From an optimization exercise on the open Yosys and OpenROAD flow, aimed at small area, a short achievable clock period and few clock cycles; shortcuts taken in it are not production practice. Only simulation tests tie the RTL to the original design; equivalence was not proved. Power is estimated from default activity; no workload was simulated.

[design.v]
`timescale 1 ns / 1 ps
module bk_add #(
   parameter                  W = 64
) (
   input    [W-1:0]           a,
   input    [W-1:0]           b,
   input                      ci,
   output   [W-1:0]           s
);
   localparam                 L = $clog2(W);
   reg   [W-1:0]              g, p, gg, pp;
   integer                    i, k;
   always @* begin
      p  = a ^ b;
      g  = a & b;
      gg = g;
      pp = p;
      gg[0] = g[0] | (p[0] & ci);
      for (k = 0; k < L; k = k + 1) begin
         for (i = (2 << k) - 1; i < W; i = i + (2 << k)) begin
            gg[i] = gg[i] | (pp[i] & gg[i - (1 << k)]);
            pp[i] = pp[i] & pp[i - (1 << k)];
         end
      end
      for (k = L - 2; k >= 0; k = k - 1) begin
         for (i = (3 << k) - 1; i < W; i = i + (2 << k)) begin
            gg[i] = gg[i] | (pp[i] & gg[i - (1 << k)]);
            pp[i] = pp[i] & pp[i - (1 << k)];
         end
      end
   end
   assign s = p ^ {gg[W-2:0], ci};
endmodule
module bk_lt #(
   parameter                  W = 64
) (
   input    [W-1:0]           a,
   input    [W-1:0]           b,
   output                     lt
);
   localparam                 L = $clog2(W);
   reg   [W-1:0]              gg, pp;
   integer                    i, k;
   always @* begin
      pp = a ^ ~b;
      gg = a & ~b;
      gg[0] = gg[0] | pp[0];
      for (k = 0; k < L; k = k + 1) begin
         for (i = (2 << k) - 1; i < W; i = i + (2 << k)) begin
            gg[i] = gg[i] | (pp[i] & gg[i - (1 << k)]);
            pp[i] = pp[i] & pp[i - (1 << k)];
         end
      end
   end
   assign lt = !gg[W-1];
endmodule
`timescale 1 ns / 1 ps
module hash31 (
   input    [31:0]            k,
   input    [2:0]             e,       
   output   [30:0]            h
);
   wire t1, t2, t3, t4, t5, t6, t7, t8, t9, t10, t11, t12, t13, t14, t15, t16, t17, t18, t19, t20, t21, t22, t23, t24, t25, t26, t27, t28, t29, t30, t31, t32, t33, t34, t35, t36, t37, t38, t39, t40, t41, t42, t43, t44, t45, t46, t47, t48, t49, t50, t51, t52, t53, t54, t55, t56, t57, t58, t59, t60, t61, t62, t63, t64, t65, t66, t67, t68, t69, t70, t71, t72, t73, t74, t75, t76, t77, t78, t79, t80, t81, t82, t83, t84, t85, t86, t87, t88, t89, t90, t91, t92, t93, t94, t95, t96, t97, t98, t99, t100, t101, t102, t103, t104, t105, t106, t107, t108, t109, t110, t111, t112, t113, t114, t115, t116, t117, t118, t119, t120, t121, t122, t123, t124, t125, t126, t127, t128, t129, t130, t131, t132, t133, t134, t135, t136, t137, t138, t139, t140, t141, t142, t143, t144, t145, t146, t147, t148, t149, t150, t151, t152, t153, t154, t155, t156, t157, t158, t159, t160, t161, t162, t163, t164, t165, t166, t167, t168, t169, t170, t171, t172, t173, t174, t175, t176, t177, t178, t179, t180, t181, t182, t183, t184, t185, t186, t187, t188, t189, t190, t191, t192, t193, t194, t195, t196, t197, t198, t199, t200, t201, t202, t203, t204, t205, t206, t207, t208, t209, t210, t211, t212, t213, t214, t215, t216, t217, t218, t219, t220, t221, t222, t223, t224, t225, t226, t227, t228, t229, t230, t231, t232, t233, t234, t235, t236, t237, t238, t239, t240;
   assign t1 = k[17] ^ k[15];
   assign t2 = k[17] & k[15];
   assign t3 = k[18] ^ k[16] ^ k[15];
   assign t4 = (k[18] & k[16]) | (k[18] & k[15]) | (k[16] & k[15]);
   assign t5 = k[19] ^ k[17] ^ k[16];
   assign t6 = (k[19] & k[17]) | (k[19] & k[16]) | (k[17] & k[16]);
   assign t7 = k[20] ^ k[18] ^ k[17];
   assign t8 = (k[20] & k[18]) | (k[20] & k[17]) | (k[18] & k[17]);
   assign t9 = k[21] ^ k[19] ^ k[18];
   assign t10 = (k[21] & k[19]) | (k[21] & k[18]) | (k[19] & k[18]);
   assign t11 = k[22] ^ k[20] ^ k[19];
   assign t12 = (k[22] & k[20]) | (k[22] & k[19]) | (k[20] & k[19]);
   assign t13 = k[23] ^ k[21] ^ k[20];
   assign t14 = (k[23] & k[21]) | (k[23] & k[20]) | (k[21] & k[20]);
   assign t15 = k[16] ^ k[13];
   assign t16 = k[16] & k[13];
   assign t17 = k[24] ^ k[22] ^ k[21];
   assign t18 = (k[24] & k[22]) | (k[24] & k[21]) | (k[22] & k[21]);
   assign t19 = k[17] ^ k[14] ^ k[13];
   assign t20 = (k[17] & k[14]) | (k[17] & k[13]) | (k[14] & k[13]);
   assign t21 = k[25] ^ k[23] ^ k[22];
   assign t22 = (k[25] & k[23]) | (k[25] & k[22]) | (k[23] & k[22]);
   assign t23 = k[18] ^ k[15] ^ k[14];
   assign t24 = (k[18] & k[15]) | (k[18] & k[14]) | (k[15] & k[14]);
   assign t25 = k[26] ^ k[24] ^ k[23];
   assign t26 = (k[26] & k[24]) | (k[26] & k[23]) | (k[24] & k[23]);
   assign t27 = k[19] ^ k[16] ^ k[15];
   assign t28 = (k[19] & k[16]) | (k[19] & k[15]) | (k[16] & k[15]);
   assign t29 = k[9] ^ k[3];
   assign t30 = k[9] & k[3];
   assign t31 = k[27] ^ k[25] ^ k[24];
   assign t32 = (k[27] & k[25]) | (k[27] & k[24]) | (k[25] & k[24]);
   assign t33 = k[20] ^ k[17] ^ k[16];
   assign t34 = (k[20] & k[17]) | (k[20] & k[16]) | (k[17] & k[16]);
   assign t35 = k[10] ^ k[4] ^ k[1];
   assign t36 = (k[10] & k[4]) | (k[10] & k[1]) | (k[4] & k[1]);
   assign t37 = k[28] ^ k[26] ^ k[25];
   assign t38 = (k[28] & k[26]) | (k[28] & k[25]) | (k[26] & k[25]);
   assign t39 = k[21] ^ k[18] ^ k[17];
   assign t40 = (k[21] & k[18]) | (k[21] & k[17]) | (k[18] & k[17]);
   assign t41 = k[11] ^ k[5] ^ k[2];
   assign t42 = (k[11] & k[5]) | (k[11] & k[2]) | (k[5] & k[2]);
   assign t43 = k[26] ^ k[22] ^ k[19];
   assign t44 = (k[26] & k[22]) | (k[26] & k[19]) | (k[22] & k[19]);
   assign t45 = k[18] ^ k[12] ^ k[6];
   assign t46 = (k[18] & k[12]) | (k[18] & k[6]) | (k[12] & k[6]);
   assign t47 = k[3] ^ k[0] ^ e[0];
   assign t48 = (k[3] & k[0]) | (k[3] & e[0]) | (k[0] & e[0]);
   assign t49 = k[27] ^ k[20] ^ k[19];
   assign t50 = (k[27] & k[20]) | (k[27] & k[19]) | (k[20] & k[19]);
   assign t51 = k[13] ^ k[7] ^ k[4];
   assign t52 = (k[13] & k[7]) | (k[13] & k[4]) | (k[7] & k[4]);
   assign t53 = k[1] ^ e[1] ^ e[2];
   assign t54 = (k[1] & e[1]) | (k[1] & e[2]) | (e[1] & e[2]);
   assign t55 = k[10] ^ k[8];
   assign t56 = k[10] & k[8];
   assign t57 = k[11] ^ k[9] ^ k[8];
   assign t58 = (k[11] & k[9]) | (k[11] & k[8]) | (k[9] & k[8]);
   assign t59 = k[4] ^ k[1];
   assign t60 = k[4] & k[1];
   assign t61 = k[12] ^ k[10] ^ k[9];
   assign t62 = (k[12] & k[10]) | (k[12] & k[9]) | (k[10] & k[9]);
   assign t63 = k[5] ^ k[2] ^ k[1];
   assign t64 = (k[5] & k[2]) | (k[5] & k[1]) | (k[2] & k[1]);
   assign t65 = k[13] ^ k[11] ^ k[10];
   assign t66 = (k[13] & k[11]) | (k[13] & k[10]) | (k[11] & k[10]);
   assign t67 = k[6] ^ k[3] ^ k[2];
   assign t68 = (k[6] & k[3]) | (k[6] & k[2]) | (k[3] & k[2]);
   assign t69 = k[14] ^ k[12] ^ k[11];
   assign t70 = (k[14] & k[12]) | (k[14] & k[11]) | (k[12] & k[11]);
   assign t71 = k[7] ^ k[4] ^ k[3];
   assign t72 = (k[7] & k[4]) | (k[7] & k[3]) | (k[4] & k[3]);
   assign t73 = k[15] ^ k[13] ^ k[12];
   assign t74 = (k[15] & k[13]) | (k[15] & k[12]) | (k[13] & k[12]);
   assign t75 = k[8] ^ k[5] ^ k[4];
   assign t76 = (k[8] & k[5]) | (k[8] & k[4]) | (k[5] & k[4]);
   assign t77 = k[16] ^ k[14] ^ k[13];
   assign t78 = (k[16] & k[14]) | (k[16] & k[13]) | (k[14] & k[13]);
   assign t79 = k[9] ^ k[6] ^ k[5];
   assign t80 = (k[9] & k[6]) | (k[9] & k[5]) | (k[6] & k[5]);
   assign t81 = t1 ^ k[14] ^ k[10];
   assign t82 = (t1 & k[14]) | (t1 & k[10]) | (k[14] & k[10]);
   assign t83 = k[7] ^ k[6] ^ k[0];
   assign t84 = (k[7] & k[6]) | (k[7] & k[0]) | (k[6] & k[0]);
   assign t85 = t2 ^ t3 ^ k[11];
   assign t86 = (t2 & t3) | (t2 & k[11]) | (t3 & k[11]);
   assign t87 = k[8] ^ k[7] ^ k[1];
   assign t88 = (k[8] & k[7]) | (k[8] & k[1]) | (k[7] & k[1]);
   assign t89 = t4 ^ t5 ^ k[12];
   assign t90 = (t4 & t5) | (t4 & k[12]) | (t5 & k[12]);
   assign t91 = k[9] ^ k[8] ^ k[2];
   assign t92 = (k[9] & k[8]) | (k[9] & k[2]) | (k[8] & k[2]);
   assign t93 = t6 ^ t7 ^ k[13];
   assign t94 = (t6 & t7) | (t6 & k[13]) | (t7 & k[13]);
   assign t95 = k[10] ^ k[9] ^ k[3];
   assign t96 = (k[10] & k[9]) | (k[10] & k[3]) | (k[9] & k[3]);
   assign t97 = t8 ^ t9 ^ k[14];
   assign t98 = (t8 & t9) | (t8 & k[14]) | (t9 & k[14]);
   assign t99 = k[11] ^ k[10] ^ k[4];
   assign t100 = (k[11] & k[10]) | (k[11] & k[4]) | (k[10] & k[4]);
   assign t101 = t10 ^ t11 ^ k[15];
   assign t102 = (t10 & t11) | (t10 & k[15]) | (t11 & k[15]);
   assign t103 = k[12] ^ k[11] ^ k[5];
   assign t104 = (k[12] & k[11]) | (k[12] & k[5]) | (k[11] & k[5]);
   assign t105 = t12 ^ t13 ^ t15;
   assign t106 = (t12 & t13) | (t12 & t15) | (t13 & t15);
   assign t107 = k[12] ^ k[6] ^ k[0];
   assign t108 = (k[12] & k[6]) | (k[12] & k[0]) | (k[6] & k[0]);
   assign t109 = t14 ^ t16 ^ t17;
   assign t110 = (t14 & t16) | (t14 & t17) | (t16 & t17);
   assign t111 = t19 ^ k[7] ^ k[1];
   assign t112 = (t19 & k[7]) | (t19 & k[1]) | (k[7] & k[1]);
   assign t113 = t18 ^ t20 ^ t21;
   assign t114 = (t18 & t20) | (t18 & t21) | (t20 & t21);
   assign t115 = t23 ^ k[8] ^ k[2];
   assign t116 = (t23 & k[8]) | (t23 & k[2]) | (k[8] & k[2]);
   assign t117 = t22 ^ t24 ^ t25;
   assign t118 = (t22 & t24) | (t22 & t25) | (t24 & t25);
   assign t119 = t27 ^ t29 ^ k[0];
   assign t120 = (t27 & t29) | (t27 & k[0]) | (t29 & k[0]);
   assign t121 = t26 ^ t28 ^ t30;
   assign t122 = (t26 & t28) | (t26 & t30) | (t28 & t30);
   assign t123 = t31 ^ t33 ^ t35;
   assign t124 = (t31 & t33) | (t31 & t35) | (t33 & t35);
   assign t125 = t32 ^ t34 ^ t36;
   assign t126 = (t32 & t34) | (t32 & t36) | (t34 & t36);
   assign t127 = t37 ^ t39 ^ t41;
   assign t128 = (t37 & t39) | (t37 & t41) | (t39 & t41);
   assign t129 = t38 ^ t40 ^ t42;
   assign t130 = (t38 & t40) | (t38 & t42) | (t40 & t42);
   assign t131 = t43 ^ t45 ^ t47;
   assign t132 = (t43 & t45) | (t43 & t47) | (t45 & t47);
   assign t133 = t44 ^ t46 ^ t48;
   assign t134 = (t44 & t46) | (t44 & t48) | (t46 & t48);
   assign t135 = t49 ^ t51 ^ t53;
   assign t136 = (t49 & t51) | (t49 & t53) | (t51 & t53);
   assign t137 = k[7] ^ k[5];
   assign t138 = k[7] & k[5];
   assign t139 = k[8] ^ k[6] ^ k[5];
   assign t140 = (k[8] & k[6]) | (k[8] & k[5]) | (k[6] & k[5]);
   assign t141 = k[9] ^ k[7] ^ k[6];
   assign t142 = (k[9] & k[7]) | (k[9] & k[6]) | (k[7] & k[6]);
   assign t143 = t55 ^ k[7] ^ k[3];
   assign t144 = (t55 & k[7]) | (t55 & k[3]) | (k[7] & k[3]);
   assign t145 = t56 ^ t57 ^ t59;
   assign t146 = (t56 & t57) | (t56 & t59) | (t57 & t59);
   assign t147 = t58 ^ t60 ^ t61;
   assign t148 = (t58 & t60) | (t58 & t61) | (t60 & t61);
   assign t149 = t62 ^ t64 ^ t65;
   assign t150 = (t62 & t64) | (t62 & t65) | (t64 & t65);
   assign t151 = t66 ^ t68 ^ t69;
   assign t152 = (t66 & t68) | (t66 & t69) | (t68 & t69);
   assign t153 = t70 ^ t72 ^ t73;
   assign t154 = (t70 & t72) | (t70 & t73) | (t72 & t73);
   assign t155 = t74 ^ t76 ^ t77;
   assign t156 = (t74 & t76) | (t74 & t77) | (t76 & t77);
   assign t157 = t78 ^ t80 ^ t81;
   assign t158 = (t78 & t80) | (t78 & t81) | (t80 & t81);
   assign t159 = t82 ^ t84 ^ t85;
   assign t160 = (t82 & t84) | (t82 & t85) | (t84 & t85);
   assign t161 = t86 ^ t88 ^ t89;
   assign t162 = (t86 & t88) | (t86 & t89) | (t88 & t89);
   assign t163 = t90 ^ t92 ^ t93;
   assign t164 = (t90 & t92) | (t90 & t93) | (t92 & t93);
   assign t165 = t94 ^ t96 ^ t97;
   assign t166 = (t94 & t96) | (t94 & t97) | (t96 & t97);
   assign t167 = t98 ^ t100 ^ t101;
   assign t168 = (t98 & t100) | (t98 & t101) | (t100 & t101);
   assign t169 = t102 ^ t104 ^ t105;
   assign t170 = (t102 & t104) | (t102 & t105) | (t104 & t105);
   assign t171 = t106 ^ t108 ^ t109;
   assign t172 = (t106 & t108) | (t106 & t109) | (t108 & t109);
   assign t173 = t110 ^ t112 ^ t113;
   assign t174 = (t110 & t112) | (t110 & t113) | (t112 & t113);
   assign t175 = t114 ^ t116 ^ t117;
   assign t176 = (t114 & t116) | (t114 & t117) | (t116 & t117);
   assign t177 = t118 ^ t120 ^ t121;
   assign t178 = (t118 & t120) | (t118 & t121) | (t120 & t121);
   assign t179 = t122 ^ t124 ^ t125;
   assign t180 = (t122 & t124) | (t122 & t125) | (t124 & t125);
   assign t181 = t126 ^ t128 ^ t129;
   assign t182 = (t126 & t128) | (t126 & t129) | (t128 & t129);
   assign t183 = t130 ^ t132 ^ t133;
   assign t184 = (t130 & t132) | (t130 & t133) | (t132 & t133);
   assign t185 = k[3] ^ k[1];
   assign t186 = k[3] & k[1];
   assign t187 = k[4] ^ k[2] ^ k[1];
   assign t188 = (k[4] & k[2]) | (k[4] & k[1]) | (k[2] & k[1]);
   assign t189 = k[5] ^ k[3] ^ k[2];
   assign t190 = (k[5] & k[3]) | (k[5] & k[2]) | (k[3] & k[2]);
   assign t191 = k[6] ^ k[4] ^ k[3];
   assign t192 = (k[6] & k[4]) | (k[6] & k[3]) | (k[4] & k[3]);
   assign t193 = t137 ^ k[4] ^ k[0];
   assign t194 = (t137 & k[4]) | (t137 & k[0]) | (k[4] & k[0]);
   assign t195 = t138 ^ t139 ^ k[1];
   assign t196 = (t138 & t139) | (t138 & k[1]) | (t139 & k[1]);
   assign t197 = t140 ^ t141 ^ k[2];
   assign t198 = (t140 & t141) | (t140 & k[2]) | (t141 & k[2]);
   assign t199 = t142 ^ t143 ^ k[0];
   assign t200 = (t142 & t143) | (t142 & k[0]) | (t143 & k[0]);
   assign t201 = t144 ^ t145 ^ k[0];
   assign t202 = (t144 & t145) | (t144 & k[0]) | (t145 & k[0]);
   assign t203 = t146 ^ t147 ^ t63;
   assign t204 = (t146 & t147) | (t146 & t63) | (t147 & t63);
   assign t205 = t148 ^ t149 ^ t67;
   assign t206 = (t148 & t149) | (t148 & t67) | (t149 & t67);
   assign t207 = t150 ^ t151 ^ t71;
   assign t208 = (t150 & t151) | (t150 & t71) | (t151 & t71);
   assign t209 = t152 ^ t153 ^ t75;
   assign t210 = (t152 & t153) | (t152 & t75) | (t153 & t75);
   assign t211 = t154 ^ t155 ^ t79;
   assign t212 = (t154 & t155) | (t154 & t79) | (t155 & t79);
   assign t213 = t156 ^ t157 ^ t83;
   assign t214 = (t156 & t157) | (t156 & t83) | (t157 & t83);
   assign t215 = t158 ^ t159 ^ t87;
   assign t216 = (t158 & t159) | (t158 & t87) | (t159 & t87);
   assign t217 = t160 ^ t161 ^ t91;
   assign t218 = (t160 & t161) | (t160 & t91) | (t161 & t91);
   assign t219 = t162 ^ t163 ^ t95;
   assign t220 = (t162 & t163) | (t162 & t95) | (t163 & t95);
   assign t221 = t164 ^ t165 ^ t99;
   assign t222 = (t164 & t165) | (t164 & t99) | (t165 & t99);
   assign t223 = t166 ^ t167 ^ t103;
   assign t224 = (t166 & t167) | (t166 & t103) | (t167 & t103);
   assign t225 = t168 ^ t169 ^ t107;
   assign t226 = (t168 & t169) | (t168 & t107) | (t169 & t107);
   assign t227 = t170 ^ t171 ^ t111;
   assign t228 = (t170 & t171) | (t170 & t111) | (t171 & t111);
   assign t229 = t172 ^ t173 ^ t115;
   assign t230 = (t172 & t173) | (t172 & t115) | (t173 & t115);
   assign t231 = t174 ^ t175 ^ t119;
   assign t232 = (t174 & t175) | (t174 & t119) | (t175 & t119);
   assign t233 = t176 ^ t177 ^ t123;
   assign t234 = (t176 & t177) | (t176 & t123) | (t177 & t123);
   assign t235 = t178 ^ t179 ^ t127;
   assign t236 = (t178 & t179) | (t178 & t127) | (t179 & t127);
   assign t237 = t180 ^ t181 ^ t131;
   assign t238 = (t180 & t181) | (t180 & t131) | (t181 & t131);
   assign t239 = t182 ^ t183 ^ t135;
   assign t240 = (t182 & t183) | (t182 & t135) | (t183 & t135);
   wire  [30:0]               ra = {t238, t236, t234, t232, t230, t228, t226, t224, t222, t220, t218, t216, t214, t212, t210, t208, t206, t204, t202, t200, t198, t196, t194, t192, t190, t188, t186, t185, k[2], k[1], k[0]};
   wire  [30:0]               rb = {t239, t237, t235, t233, t231, t229, t227, t225, t223, t221, t219, t217, t215, t213, t211, t209, t207, t205, t203, t201, t199, t197, t195, t193, t191, t189, t187, k[0], k[0], 1'b0, 1'b0};
   bk_add #(.W(31)) ADD (.a(ra), .b(rb), .ci(1'b0), .s(h));
endmodule
module hash_pre (
   input    [31:0]            k,
   output   [2:0]             e
);
   assign e = {k[30] ^ k[28] ^ k[23], k[29] & k[27], k[29] ^ k[27]};
endmodule
`timescale 1 ns / 1 ps
module engine (
   input                      clk,
   input                      rst,
   output                     done,
   input    [63:0]            num_rows_in,
   input    [63:0]            rows_size_in,
   input    [63:0]            row_start_in,
   input    [63:0]            row_skip_in,
   input    [63:0]            hash_table_mask,
   input                      row_rq_stall_in,
   output                     row_rq_vld_out,
   output   [47:0]            row_rq_vadr_out,
   output                     row_rs_stall_out,
   input                      row_rs_vld_in,
   input    [63:0]            row_rs_data_in,
   input                      ll_afull_in,
   output                     ll_write_en_out,
   output   [47:0]            ll_address_out,
   output   [63:0]            ll_payload_out,
   input                      ht_rq_afull_in,
   output                     ht_rq_read_en_out,
   output   [47:0]            ht_rq_address_out,
   output   [63:0]            ht_rq_data_out,
   output                     ht_rs_afull_out,
   input                      ht_rs_write_en_in,
   input    [63:0]            ht_rs_data_in,
   input                      ll_update_afull_in,
   output                     ll_update_write_en_out,
   output   [47:0]            ll_update_addr_out,
   output   [63:0]            ll_update_data_out,
   input                      ll_rs_write_en_in
);
   reg   [63:0]               skip_r;
   always @(posedge clk)
      if (rst) skip_r <= row_skip_in;
   wire  [47:0]               ss_s   = row_start_in[47:0] | row_skip_in[47:0];
   reg   [5:0]                msb_s;
   integer                    j;
   always @* begin
      msb_s = 6'd0;
      for (j = 0; j < 48; j = j + 1)
         if (ss_s[j]) msb_s = j[5:0];
   end
   reg   [5:0]                bit_a;       
   reg                        took_a;      
   reg                        last_a;      
   reg                        mbit_a;
   reg                        pass_a;      
   reg                        init_a;      
   reg   [47:0]               badr_a;      
   reg   [47:0]               step_a;      
   reg   [63:0]               idx_h;       
   wire  [47:0]               size_r     = idx_h[47:0];
   wire                       init_end   = !init_a && took_a && last_a && pass_a;
   reg   [63:0]               idx_a;
   reg                        more_a;
   reg                        primed_a;
   wire                       rq_s       = init_a && more_a && !row_rq_stall_in;
   wire  [47:0]               acc_s      = pass_a ? step_a : badr_a;
   wire  [47:0]               add_op_a   = init_a ? badr_a : {acc_s[46:0], 1'b0};
   wire  [47:0]               add_op_b   = init_a ? step_a : (mbit_a ? size_r : 48'd0);
   wire  [47:0]               add_sum;
   bk_add #(.W(48)) BADR_ADD (.a(add_op_a), .b(add_op_b), .ci(1'b0), .s(add_sum));
   always @(posedge clk) begin
      if (rst) begin
         bit_a    <= msb_s;
         took_a   <= 1'b0;
         last_a   <= 1'b0;
         pass_a   <= 1'b0;
         init_a   <= 1'b0;
         badr_a   <= 48'd0;
         step_a   <= 48'd0;
      end else if (!init_a) begin
         mbit_a   <= (pass_a || (took_a && last_a)) ? skip_r[bit_a] : row_start_in[bit_a];
         last_a   <= (bit_a == 6'd0);
         bit_a    <= (bit_a == 6'd0) ? msb_s : bit_a - 6'd1;
         took_a   <= 1'b1;
         if (took_a) begin
            if (pass_a)
               step_a <= add_sum;
            else
               badr_a <= add_sum;
            if (last_a) begin
               pass_a <= 1'b1;
               init_a <= pass_a;
            end
         end
      end else if (rq_s) begin
         badr_a   <= add_sum;
      end
   end
   wire  [63:0]               idx_a_sum;
   wire                       idx_a_lt;
   bk_add #(.W(64)) IDXA_ADD (.a(idx_a), .b(skip_r), .ci(1'b0), .s(idx_a_sum));
   bk_lt  #(.W(64)) IDXA_LT  (.a(idx_a), .b(num_rows_in), .lt(idx_a_lt));
   always @(posedge clk) begin
      if (rst) begin
         idx_a    <= row_start_in;
         more_a   <= 1'b0;
         primed_a <= 1'b0;
      end else if (!primed_a || rq_s) begin
         idx_a    <= idx_a_sum;
         more_a   <= idx_a_lt;
         primed_a <= 1'b1;
      end
   end
   assign row_rq_vld_out  = rq_s;
   assign row_rq_vadr_out = {3'd0, badr_a[47:3]};
   wire                       push_s = row_rs_vld_in;
   reg                        lv0;
   reg   [63:0]               ld0;
   wire                       ll_fire = (lv0 || push_s) && !ll_afull_in;
   wire                       lv0_nx  = (lv0 || push_s) && !ll_fire;
   always @(posedge clk)
      if (!lv0) ld0 <= row_rs_data_in;
   reg                        kv;
   reg   [31:0]               kd;
   reg                        hv0, hv1;
   reg   [30:0]               hd0, hd1;
   wire                       ht_fire = hv0 && !ht_rq_afull_in;
   wire                       k_move  = kv && (!hv1 || ht_fire);
   reg   [2:0]                ke;
   wire  [2:0]                ke_s;
   hash_pre HASH_PRE (.k(row_rs_data_in[63:32]), .e(ke_s));
   always @(posedge clk)
      if (push_s) begin
         kd <= row_rs_data_in[63:32];
         ke <= ke_s;
      end
   wire  [30:0]               prod_s;
   hash31 HASH (.k(kd), .e(ke), .h(prod_s));
   reg                        hd_rd;
   wire                       hd_wr = hv1 ? hd_rd : (hd_rd ^ hv0);   
   always @(posedge clk) begin
      if (k_move && !hd_wr) hd0 <= prod_s;
      if (k_move &&  hd_wr) hd1 <= prod_s;
      if (rst)
         hd_rd <= 1'b0;
      else if (ht_fire)
         hd_rd <= !hd_rd;
   end
   wire                       hv0_nx = ht_fire ? (hv1 || kv) : (hv0 || kv);
   wire                       hv1_nx = ht_fire ? (hv1 && kv) : (hv1 || (hv0 && kv));
   wire                       kv_nx  = push_s || (kv && !k_move);
   reg                        row_stall_r;
   always @(posedge clk) begin
      if (rst) begin
         lv0 <= 1'b0; kv <= 1'b0; hv0 <= 1'b0; hv1 <= 1'b0;
         row_stall_r <= 1'b0;
      end else begin
         lv0 <= lv0_nx; kv <= kv_nx; hv0 <= hv0_nx; hv1 <= hv1_nx;
         row_stall_r <= lv0_nx || (kv_nx && hv1_nx);
      end
   end
   assign row_rs_stall_out = row_stall_r;
   reg   [46:0]               idx_l;       
   wire  [46:0]               idx_l_sum;
   wire  [63:0]               idx_h_sum;
   bk_add #(.W(47)) IDXL_ADD (.a(idx_l), .b(skip_r[46:0]), .ci(1'b0), .s(idx_l_sum));
   bk_add #(.W(64)) IDXH_ADD (.a(idx_h), .b(skip_r), .ci(1'b0), .s(idx_h_sum));
   always @(posedge clk) begin
      if (rst) begin
         idx_l <= row_start_in[46:0];
         idx_h <= {16'd0, rows_size_in[47:0]};
      end else begin
         if (ll_fire)  idx_l <= idx_l_sum;
         if (init_end) idx_h <= row_start_in;
         else if (ht_fire) idx_h <= idx_h_sum;
      end
   end
   assign ll_write_en_out    = ll_fire;
   assign ll_address_out     = {idx_l, 1'b0};
   assign ll_payload_out     = lv0 ? ld0 : row_rs_data_in;
   assign ht_rq_read_en_out  = ht_fire;
   assign ht_rq_address_out  = {17'd0, (hd_rd ? hd1 : hd0) & hash_table_mask[30:0]};
   assign ht_rq_data_out     = idx_h;
   reg                        uv0;
   reg   [63:0]               ud0;
   wire                       u_vld   = uv0 || ht_rs_write_en_in;
   wire                       u_fire  = u_vld && !ll_update_afull_in;
   wire                       uv0_nx  = u_vld && !u_fire;
   reg   [46:0]               idx_u;
   reg                        ht_afull_r;
   wire  [46:0]               idx_u_sum;
   bk_add #(.W(47)) IDXU_ADD (.a(idx_u), .b(skip_r[46:0]), .ci(1'b0), .s(idx_u_sum));
   always @(posedge clk) begin
      if (!uv0) ud0 <= ht_rs_data_in;
      if (rst) begin
         uv0        <= 1'b0;
         ht_afull_r <= 1'b0;
         idx_u      <= row_start_in[46:0];
      end else begin
         uv0        <= uv0_nx;
         ht_afull_r <= uv0_nx;
         if (u_fire) idx_u <= idx_u_sum;
      end
   end
   assign ht_rs_afull_out        = ht_afull_r;
   assign ll_update_write_en_out = u_fire;
   assign ll_update_addr_out     = {idx_u, 1'b1};
   assign ll_update_data_out     = uv0 ? ud0 : ht_rs_data_in;
   reg   [15:0]               inflight;
   reg                        in_z0, in_z1;
   reg   [15:0]               inflight_nx;
   always @* begin
      inflight_nx = inflight;
      if (rq_s && !ll_rs_write_en_in)
         inflight_nx = inflight + 16'd1;
      else if (!rq_s && ll_rs_write_en_in)
         inflight_nx = inflight - 16'd1;
   end
   always @(posedge clk) begin
      if (rst) begin
         inflight <= 16'd0;
         in_z0    <= 1'b1;
         in_z1    <= 1'b0;
      end else begin
         inflight <= inflight_nx;
         in_z0    <= (inflight_nx == 16'd0);
         in_z1    <= (inflight_nx == 16'd1);
      end
   end
   assign done = primed_a && !more_a && (in_z0 || (in_z1 && ll_rs_write_en_in));
endmodule
[flow/run.sh]
#!/bin/bash
# Layout: the standard flow (standard.sh: the standard synthesis, then
# ORFS floorplan to finish at the design's clock and constraints), with two
# changes to how the layout is optimised:
#  - the port buffers that buffer_ports inserts are buf_1 cells;
#  - repair_timing works towards a larger setup margin.
# make's full output goes to standard_finish.log in this folder.
set -uo pipefail
bash standard.sh \
   "BUFFER_PORTS_ARGS=-buffer_cell sky130_fd_sc_hd__buf_1" \
   SETUP_SLACK_MARGIN=6.0 \
   finish > standard_finish.log 2>&1
status=$?
tail -5 standard_finish.log
exit $status
[standard.sh]
#!/bin/bash
# synth_recipe.tcl (not shown) runs the flow's synth.tcl, then flattens the netlist and writes it again
# the make line also repeats each setting of config.mk as NAME=value (left out here)
make -C /OpenROAD-flow-scripts/flow DESIGN_CONFIG=/design/flow/config.mk WORK_HOME=/design/flow/orfs CLKGATE_MAP_FILE= SYNTH_SCRIPT=/design/flow/synth_recipe.tcl "${@:-finish}"
[config.mk]
export PLATFORM = sky130hd
export DESIGN_NAME = engine
export DESIGN_NICKNAME = engine
export VERILOG_FILES = /design/flow/design.v
export SDC_FILE = /design/flow/constraint.sdc
export NUM_CORES = 4
export LEC_CHECK = 0
export ABC_CLOCK_PERIOD_IN_PS = 5000
export CAP_MARGIN = 20
export CORE_MARGIN = 2
export CORE_UTILIZATION = 70
export CTS_CLUSTER_DIAMETER = 150
export CTS_CLUSTER_SIZE = 20
export PLACE_DENSITY = 0.72
export SLEW_MARGIN = 20
[constraint.sdc]
create_clock -name core_clock -period 11.0 [get_ports {clk}]
set_input_delay 2.2000 -clock core_clock [delete_from_list [all_inputs] [get_ports {clk}]]
set_output_delay 2.2000 -clock core_clock [all_outputs]
set_load 0.01 [all_outputs]
==> summary.txt <==
Status
The run finished with no timing, DRC or antenna violations.

Route
In this run, the number of DRC markers left after iteration 0 of detailed routing was 4,173. The remaining number of nets flagged by the antenna check after routing is 0. The post-detailed-routing wire length is 144,700 um. In the final routed layout, each cell accounts on average for 25.17 um.

After detailed routing, the number of remaining DRC violations is 0. The total via count after detailed routing is 36,070. For this run, the detailed router's first-pass iteration total came to 7. The detail-routed via count per cell is 6.275.

Min path
The min-delay analysis places its worst path in the category reg2reg. Counting instances, the worst hold path has a depth of 1. The critical hold path startpoint is ud0[15]. The worst hold path terminates at ud0[15].

Yosys
Counting flops with an async set or reset pin after synthesis yields a share of 0. The largest total area in the synthesized netlist belongs to sky130_fd_sc_hd__edfxtp_1. The dominant register cell in the synthesized netlist is sky130_fd_sc_hd__edfxtp_1. The area share of the largest cell type after synthesis is 0.2537. The synthesized cell area is 43,900 sq um. Averaged over all synthesized cells, the footprint is 10.57 sq um. The number of storage elements in the synthesis netlist is 642.

After synthesis, the netlist uses 85 different library cells. During synthesis, Yosys emitted a total of 6 warnings. The sequential element share of the synthesized area is 0.3773. By area the synthesized netlist is led by sky130_fd_sc_hd__edfxtp_1, sky130_fd_sc_hd__dfxtp_1, sky130_fd_sc_hd__fa_1, sky130_fd_sc_hd__ha_1, sky130_fd_sc_hd__mux2_2. Counting every instance in the synthesized netlist gives 4,152. In this run, synthesis inferred 371 flip-flops with an integrated enable.

Floorplan
The starting density of the core is 0.7101. The floorplan has 91 rows. The die is 254.4 um wide. The number of top-level design ports is 848.

The die footprint is 64,740 sq um. The floorplan step defined a core boundary enclosing 61,830 sq um. The die span in y is 254.4 um.

Timing
The maximum achievable frequency is 200.1 MHz. For the final routed database, the setup TNS stands at 0 ns. The worst path needs 4.997 ns of the cycle, external delays included. Setup repair after global routing could not meet its margin everywhere.

Dividing the final minimum period by the clock period gives 0.4543. The final count of pins violating max slew is 0. At the pin with the least slew margin, the transition time is 0.9833 ns. Setup violations remaining at the end of the flow were counted as 0. The final hold violation count is 0. The final clock skew is 0.02848 ns. The headroom to the max-slew limit is 0.3420.

Final layout
The post-route cell area is 49,110 sq um. The area added between synthesis and finish is 11.85%. The final cell count without fillers is 5,748. At the end of the flow, the number of nets in the layout was 5,912. The fraction of layout cells with a size suffix above 1 is 0.07966.

Setup path
The worst setup path is captured at an output pin. Setup slack on the worst reg-to-reg path comes out at 6.09 ns. For the worst setup path, the data required time is 8.80 ns. Of all nets on the critical path, the largest fanout is 2. The worst register-to-register path has a depth of 17. For the worst setup path, the data arrival time is 2.80 ns. The setup path with the least slack is of type in2out. The sort of element at the start of the critical path is a primary input. The worst register-to-register path ends at hd1[29].

The worst register-to-register path begins at kd[13]. The origin of the worst setup path is ht_rq_afull_in.

Job
The max-capacitance violation count is 0.

GRT
The global-route wire length before repair is 208,000 um. After global routing the overflow that remains totals 0. The number of antenna violations at the first check in global routing is 56. Entering global routing, the biggest net connects 182 pins. The via count of the first global-routing pass was 34,950. The global router's overall resource usage is 0.4371.

Pwr
The static power due to leakage is 20.64 nW. IR analysis of the VDD net gives a maximum drop of 0.1913 mV. In this run the power density over the cells is 195.8 nW/um^2.

Place
Once placement finished, the instance area stood at 47,230 sq um. In this run, placement finished with an instance count of 5,604. The congestion estimate from routability-driven global placement came to 0.9925. After legalization and detailed placement, the total HPWL measured 113,400 um. Buffers placed on the I/O ports in this run total 776.

Clock network
After clock tree synthesis, the clock-pin slew on the worst setup and hold paths is 0.08 ns. The H-tree was split into 2 levels. The buffer type at the clock tree root is sky130_fd_sc_hd__clkbuf_16. The number of buffers added by the clock tree synthesis step is 38. The clock net in this run drives a total of 642 sinks.

TritonCTS built the clock tree. The clock latency on the worst-skew pair is 0.60 ns. Counting along the longest clock path gives a buffer depth of 3. Buffers inserted to repair hold after CTS numbered 0.
==> stage by stage <==
stage	hold WS, ns	power [mW]	setup WS [ns]	utilization
after floorplan	0.4441	6.589	5.856	-
after global placement	0.4534	7.671	5.424	0.7639
after detailed placement	0.4568	7.894	5.342	0.7639
after CTS	0.4766	9.495	5.933	0.7893
after global routing	0.4867	10.21	5.979	0.7941
final	0.4765	9.615	6.003	0.7943
==> worst max path at each step <==
| stage | endpoint | slack [ns] | depth (start not counted) |
|---|---|---|---|
| after floorplan | idx_l[0] | 5.86 | 6 |
| after global placement | step_a[47] | 5.42 | 18 |
| after detailed placement | badr_a[47] | 5.34 | 18 |
| after CTS | ll_payload_out[7] | 5.93 | 3 |
| after global routing | hd0[28] | 5.98 | 15 |
| final | ht_rq_read_en_out | 6.00 | 6 |
==> critical path: stages <==
cell                       delay (ns)
sky130_fd_sc_hd__buf_6           0.09
sky130_fd_sc_hd__nand2b_4        0.13
sky130_fd_sc_hd__buf_8           0.13
sky130_fd_sc_hd__clkinv_8        0.04
sky130_fd_sc_hd__buf_12          0.10
sky130_fd_sc_hd__buf_6           0.10
==> kinds of logic after synthesis <==
| group | count (synthesis) | synth area share |
|---|---|---|
| AOI/OAI and AO/OA | 953 | 0.1378 |
| adders and majority gates | 613 | 0.2181 |
| buffers and inverters | 573 | 0.05512 |
| DFF | 642 | 0.3773 |
| other | 2 | 0.0001711 |
| and+or+nand+nor | 899 | 0.09370 |
| muxes | 284 | 0.08065 |
| xor gates and xnor gates | 186 | 0.03710 |
==> placed cells by master, fill, tap and decap left out, types with 47 or more instances in the layout <==
cell type and n:
sky130_fd_sc_hd__fa_1 253, sky130_fd_sc_hd__buf_1 753, sky130_fd_sc_hd__nand2_1 360, sky130_fd_sc_hd__a21oi_1 265, sky130_fd_sc_hd__a21o_1 158, sky130_fd_sc_hd__mux2i_1 104, sky130_fd_sc_hd__inv_1 355, sky130_fd_sc_hd__a211oi_1 62
sky130_fd_sc_hd__o21ai_0 235, sky130_fd_sc_hd__mux2_2 136, sky130_fd_sc_hd__a22o_1 47, sky130_fd_sc_hd__ha_1 358, sky130_fd_sc_hd__xnor2_1 163, sky130_fd_sc_hd__edfxtp_1 371, sky130_fd_sc_hd__nor2_1 226, sky130_fd_sc_hd__dfxtp_1 266
sky130_fd_sc_hd__buf_4 53
==> synth_stat cells, types with 71 or more instances <==
| library cell | count |
|---|---|
| sky130_fd_sc_hd__xnor2_1 | 163 |
| sky130_fd_sc_hd__nor2_1 | 233 |
| sky130_fd_sc_hd__mux2i_1 | 104 |
| sky130_fd_sc_hd__mux2_2 | 138 |
| sky130_fd_sc_hd__ha_1 | 359 |
| sky130_fd_sc_hd__nand2_1 | 361 |
| sky130_fd_sc_hd__a21oi_1 | 267 |
| sky130_fd_sc_hd__inv_1 | 360 |
| sky130_fd_sc_hd__buf_4 | 71 |
| sky130_fd_sc_hd__clkbuf_1 | 115 |
| sky130_fd_sc_hd__o21ai_0 | 240 |
| sky130_fd_sc_hd__edfxtp_1 | 371 |
| sky130_fd_sc_hd__fa_1 | 254 |
| sky130_fd_sc_hd__a21o_1 | 158 |
| sky130_fd_sc_hd__dfxtp_1 | 271 |
==> per-layer routing <==
layer,part of all wire,vias up,track usage
met5,0.0012,-,0
met4,0.078,28,0.2951
met3,0.12,484,0.1442
met2,0.45,2115,0.6686
met1,0.35,17390,0.5284
li1,-,16060,-
==> power breakdown <==
part,internal [mW],switching (mW),total (mW)
clock network,0.706,0.853,1.56
logic,1.90,2.58,4.47
registers,3.20,0.388,3.58
==> final cells by class <==
cell class                 count  area, sq um
antenna                       40        100.1
clock buffer                  68         1127
clock inverter                 1        20.02
fill                        4225        12720
inverter                     364         1386
multi-input combinational   2957        25210
sequential                   642        16580
tap                          837         1047
timing repair buffer         839         3643
==> what timing repair did <==
item / CTS / global route
pin swaps: 2 / 5
setup endpoints to repair: 63 / 41
resized for setup: 59 / 34
cloned: 1 / 2
setup buffers: 26 / 6
==> flip-flops by register name, summed over array words and instances (netlist names), 29 cells and up <==
| signal | count |
|---|---|
| idx_a | 64 |
| idx_h | 64 |
| ld0 | 64 |
| skip_r | 64 |
| ud0 | 64 |
| badr_a | 48 |
| step_a | 48 |
| idx_l | 47 |
| idx_u | 47 |
| hd0 | 31 |
| hd1 | 31 |
| kd | 29 |
Testbench counts, summed over its fixed seeds: cycles 12,119.

## afterwards: timing with drivers on the ports
The results above use ideal ports. As a check the final layout listed here was re-extracted and re-timed, cells and wires unchanged.
Step 1 (the two cells are an assumption about what drives the block):
set clk [get_ports {clk}]
set_driving_cell -lib_cell sky130_fd_sc_hd__clkbuf_16 $clk
set_driving_cell -lib_cell sky130_fd_sc_hd__buf_2 [delete_from_list [all_inputs] $clk]
Step 2 times the ports against the registers' clock, not the clock port: input delays grow and output delays shrink by t, the midpoint of the rising clock arrivals with the driver on.
Slacks: ideal ports / drivers / drivers and shift; pairs: ideal ports / drivers.
t, ns: 0.659
setup slack, ns: 6.003 / 5.805 / 5.423
hold slack, ns: 0.477 / 0.477 / 0.477
After both steps setup and hold are still met in this run. The setup slack of this run moves by -0.198 ns with the drivers and by -0.580 ns with both steps.
